From an optimization exercise on the open Yosys and OpenROAD flow, aimed at small area and a short achievable clock period; shortcuts taken in it are not production practice.
At most, simulation tests tie the RTL to the original design; equivalence was not proved.
No driver is modelled on the clock port, so clock power and skew are understated where the tree is cut down; a real chip needs a root buffer or a tree.
Power is estimated from default activity; no workload was simulated.

run A:
// Apb3UartCtrl
module Apb3UartCtrl (
  input      [4:0]    io_apb_PADDR,
  input      [0:0]    io_apb_PSEL,
  input               io_apb_PENABLE,
  output              io_apb_PREADY,
  input               io_apb_PWRITE,
  input      [31:0]   io_apb_PWDATA,
  output     [31:0]   io_apb_PRDATA,
  output              io_uart_txd,
  input               io_uart_rxd,
  output              io_interrupt,
  input               io_axiClk,
  input               resetCtrl_axiReset
);
  wire clk = io_axiClk;
  wire rst = resetCtrl_axiReset;
  localparam [2:0] S_IDLE = 3'd0, S_START = 3'd1, S_DATA = 3'd2,
                   S_PARITY = 3'd3, S_STOP = 3'd4;
  wire setup = io_apb_PSEL[0] & !io_apb_PENABLE;
  reg s_w0, s_w4, s_w8, s_wc, s_w10, s_r0;
  always @(posedge clk) begin
    s_w0  <= setup &  io_apb_PWRITE & (io_apb_PADDR == 5'h00);
    s_w4  <= setup &  io_apb_PWRITE & (io_apb_PADDR == 5'h04);
    s_w8  <= setup &  io_apb_PWRITE & (io_apb_PADDR == 5'h08);
    s_wc  <= setup &  io_apb_PWRITE & (io_apb_PADDR == 5'h0c);
    s_w10 <= setup &  io_apb_PWRITE & (io_apb_PADDR == 5'h10);
    s_r0  <= setup & !io_apb_PWRITE & (io_apb_PADDR == 5'h00);
  end
  wire wr0  = s_w0;
  wire wr4  = s_w4;
  wire wr8  = s_w8;
  wire wrc  = s_wc;
  wire wr10 = s_w10;
  wire rd0  = s_r0;
  reg [19:0] divider;
  reg        tie, rie;
  reg        readError, overflowError, breakDetected, doBreak;
  reg [2:0]  dataLength;
  reg [1:0]  parity;
  reg        stop2;
  reg        brk_prev;
  wire       brk;           
  wire       rx_error;
  wire       rx_overflow;
  always @(posedge clk or posedge rst) begin
    if (rst) begin
      divider       <= 20'h0;
      tie           <= 1'b0;
      rie           <= 1'b0;
      readError     <= 1'b0;
      overflowError <= 1'b0;
      breakDetected <= 1'b0;
      doBreak       <= 1'b0;
    end else begin
      if (wr8) divider <= io_apb_PWDATA[19:0];
      if (wr4) begin
        tie <= io_apb_PWDATA[0];
        rie <= io_apb_PWDATA[1];
      end
      if (rx_error) readError <= 1'b1;
      else if (wr10 & io_apb_PWDATA[0]) readError <= 1'b0;
      if (rx_overflow) overflowError <= 1'b1;
      else if (wr10 & io_apb_PWDATA[1]) overflowError <= 1'b0;
  ...
==> flow/config.mk <==
export PLATFORM = sky130hd
export DESIGN_NAME = Apb3UartCtrl
export DESIGN_NICKNAME = Apb3UartCtrl
export VERILOG_FILES = /design/flow/design.v
export SDC_FILE = /design/flow/constraint.sdc
export NUM_CORES = 4
export LEC_CHECK = 0
export CAP_MARGIN = 20
export CORE_MARGIN = 2
export CORE_UTILIZATION = 40
export SLEW_MARGIN = 20
==> flow/constraint.sdc <==
create_clock -name core_clock -period 10.0 [get_ports {io_axiClk}]
set_input_delay 2.0000 -clock core_clock [delete_from_list [all_inputs] [get_ports {io_axiClk}]]
set_output_delay 2.0000 -clock core_clock [all_outputs]
set_load 0.01 [all_outputs]
standard.sh (not shown) runs the stock make flow with config.mk's settings and CLKGATE_MAP_FILE= SYNTH_SCRIPT=/design/flow/synth_recipe.tcl, a recipe that flattens the netlist after the stock synthesis.
==> flow/flow/run.sh <==
#!/bin/bash
# ORFS layout with the standard synthesis unchanged, except for the clock
# tree: ORFS runs up to placement, flow/cts_step.tcl builds a two-level
# clock tree (port -> 4 clkbuf_16 -> 16 clkbuf_16 -> registers) and repairs
# timing, then ORFS continues with routing and finishing.
# Logs: make_place.log, cts_step.log, make_finish.log (and orfs/logs).
set -euo pipefail
ARGS=(
  "BUFFER_PORTS_ARGS=-buffer_cell sky130_fd_sc_hd__buf_2"
  "SETUP_SLACK_MARGIN=7.2"
  "MATCH_CELL_FOOTPRINT=0"
  "TNS_END_PERCENT=100"
)
bash standard.sh "${ARGS[@]}" place > make_place.log 2>&1
MCTS_RESULTS=$PWD/orfs/results/sky130hd/Apb3UartCtrl/base \
MCTS_LEAVES=16 MCTS_MIDS=4 MCTS_SETUP_MARGIN=7.2 \
  openroad -no_init -exit flow/cts_step.tcl > cts_step.log 2>&1
bash standard.sh "${ARGS[@]}" finish > make_finish.log 2>&1
Other scripts of this flow, unchanged in this note and not shown: flow/flow/cts_step.tcl, flow/flow/mcts.tcl
Run A: all stages complete, timing, DRC and antenna checks passed
Changes in run B relative to run A:
--- a/flow/design.v
+++ b/flow/design.v
@@ -302,78 +302,72 @@
         tstate_n = S_STOP;
         tcnt_n = 3'd0;
       end
       default: if (tovf & (tcnt == {2'b00, stop2}))
         tstate_n = tx_in_valid ? S_START : S_IDLE;
     endcase
   end
   wire [2:0] dataLength_n = wrc ? io_apb_PWDATA[2:0] : dataLength;
   wire [2:0] tdiv_n = tdiv + {2'd0, tick};
   wire       tovf_n = tick_nx & (tdiv_n == 3'd7);
   wire       tdl_n  = (tstate_n == S_DATA) & (tcnt_n == dataLength_n);
-  wire       tx_at_data = tovf_n & (tstate_n == S_DATA);
-  wire       tpr_base = brk_na | (!wrc & tx_at_data & (tcnt_n == dataLength)) |
-                        (!wr10 & doBreak);
-  wire       tpr_n = tpr_base |
-                     (wr10 & !io_apb_PWDATA[11] & (io_apb_PWDATA[10] | doBreak)) |
-                     (wrc & tx_at_data & (tcnt_n == io_apb_PWDATA[2:0]));
   wire       doBreak_n = (wr10 & io_apb_PWDATA[11]) ? 1'b0 :
                          (wr10 & io_apb_PWDATA[10]) ? 1'b1 : doBreak;
   always @(posedge clk or posedge rst) begin
     if (rst) begin
       tdiv   <= 3'd0;
       tstate <= S_IDLE;
       txd_n  <= 1'b0;
       tdl    <= 1'b0;
       tovf   <= 1'b0;
       tpr    <= 1'b0;
     end else begin
       tdiv <= tdiv_n;
       tstate <= tstate_n;
       tdl <= tdl_n;
       tovf <= tovf_n;
-      tpr <= tpr_n;
+      tpr <= doBreak_n | brk_na | (tdl_n & tovf_n);
       txd_n <= !(stxd & !doBreak);
     end
   end
   always @(posedge clk) begin
     tcnt <= tcnt_n;
     if (tovf) tpar <= tpar ^ stxd;
     if ((tstate == S_START) & tovf) tpar <= (parity == 2'b10);
   end
   wire       r_pop_na   = rv & brk_q;
   wire       rv_na      = r_pop_na ? rv_n1 : rv_n0;
   wire [7:0] rout_na    = rram[r_pop_na ? rpop1 : rpop];
   wire [4:0] rocc_na    = (r_push & !r_pop_na) ? rocc + 5'd1 :
                           (!r_push & r_pop_na) ? rocc - 5'd1 : rocc;
   wire       tempty_na  = t_pop ? tone : tempty;
   wire       tfull_na   = !t_pop & tfull;
   wire       tv_na      = !tempty_na & !(tzz_n & !tfull_na);
   wire [4:0] tavail_na  = tavail + {4'd0, t_pop};
   wire       rerr_na    = readError | rx_error;
   wire       rovf_na    = overflowError | rx_overflow;
   wire       bdet_na    = breakDetected | (brk_q & !brk_prev);
-  wire [28:0] f0, f4, f10;
-  assign f0  = {12'd0, rv_na & !brk_na, 8'd0, rout_na};
-  assign f4  = {rocc_na, 3'd0, tavail_na, tv_na, 5'd0, rie & rv_na & !brk_na,
-                tie & !tv_na, 6'd0, rie, tie};
-  assign f10 = {19'd0, bdet_na, brk_na, 6'd0, rovf_na, rerr_na};
-  wire        a_ok = !(io_apb_PADDR[3] | io_apb_PADDR[1] | io_apb_PADDR[0]);
-  wire [28:0] f_lo = io_apb_PADDR[2] ? f4 : f0;
-  wire [28:0] f_hi = io_apb_PADDR[2] ? 29'd0 : f10;
-  wire [28:0] prdata_n = {29{a_ok}} & (io_apb_PADDR[4] ? f_hi : f_lo);
+  wire a0  = (io_apb_PADDR == 5'h00);
+  wire a4  = (io_apb_PADDR == 5'h04);
+  wire a10 = (io_apb_PADDR == 5'h10);
   reg [28:0] prdata;
   always @(posedge clk) begin
-    prdata[9:0]   <= prdata_n[9:0];
-    prdata[20:15] <= prdata_n[20:15];
-    prdata[28:24] <= prdata_n[28:24];
+    prdata[0]     <= (a0 & rout_na[0]) | (a4 & tie) | (a10 & rerr_na);
+    prdata[1]     <= (a0 & rout_na[1]) | (a4 & rie) | (a10 & rovf_na);
+    prdata[7:2]   <= {6{a0}} & rout_na[7:2];
+    prdata[8]     <= (a4 & tie & !tv_na) | (a10 & brk_na);
+    prdata[9]     <= (a4 & rie & rv_na & !brk_na) | (a10 & bdet_na);
+    prdata[15]    <= a4 & tv_na;
+    prdata[16]    <= (a0 & rv_na & !brk_na) | (a4 & tavail_na[0]);
+    prdata[20:17] <= {4{a4}} & tavail_na[4:1];
+    prdata[28:24] <= {5{a4}} & rocc_na;
   end
   reg irq;
   wire tie_n = wr4 ? io_apb_PWDATA[0] : tie;
   wire rie_n = wr4 ? io_apb_PWDATA[1] : rie;
   always @(posedge clk or posedge rst) begin
     if (rst) irq <= 1'b0;
     else irq <= (tie_n & !tv_n) | (rie_n & rv_n & !brk_na);
   end
   assign io_apb_PREADY = 1'b1;
   assign io_uart_txd = !txd_n;
   assign io_interrupt = irq;
==> run notes <==
- Changes observed in run B relative to run A: combinational fraction of design power -1.5 points; final hold slack level; post-synthesis average cell area up 0.87 µm²; placer congestion estimate down 2.4%.
- Changes observed in run B relative to run A: synthesis-to-layout area growth rose 0.98 points, starting density of the core rose 0.28 points, overall routing resource usage fell 0.55 points, starting DRC count in detailed routing fell 247, number of maximum-capacitance constraint violations about even.
- Run B: full flow OK, the timing, design-rule and antenna checks passed
- Compared run B vs run A, and non-clock inverter total of the final layout is down in run B.
- Going from run A to run B, number of standard cells in the final layout excluding fillers shrank by a few percent.
- Run B ended with less multi-input combinational cell count than run A.
- Going from run A to run B, total number of placement rows shrank slightly.
The RTL of run A was laid out without a check of its function. No run of this note takes its clock network from TritonCTS; it comes from the design's own scripts or RTL.

## afterwards: timing with drivers on the ports
In the flow no input, the clock included, has a driving cell. The finished layouts below were timed again as built, in two steps.
Step 1 (the two cells are an assumption about what drives the block):
set clk [get_ports {io_axiClk}]
set_driving_cell -lib_cell sky130_fd_sc_hd__clkbuf_16 $clk
set_driving_cell -lib_cell sky130_fd_sc_hd__buf_2 [delete_from_list [all_inputs] $clk]
Step 2 moves the port delays by t, midway between the first and last clock arrival at a register: inputs arrive t later, outputs are due t later. That takes back most of the time a late clock gives input paths.
Three values: ideal ports, drivers, drivers and shift; two values: the first two.
run | shift t [ns] | slack for setup (ns) | clock arrival spread, ns
run A | 0.434 | 7.001 / 6.952 / 6.570 | 0.030 / 0.029
run B | 0.442 | 7.078 / 6.970 / 6.681 | 0.045 / 0.044
After both steps setup and hold are still met in every run listed. For run A, which loses most, drivers alone change the setup slack by -0.049 ns; drivers and shift together by -0.431 ns.
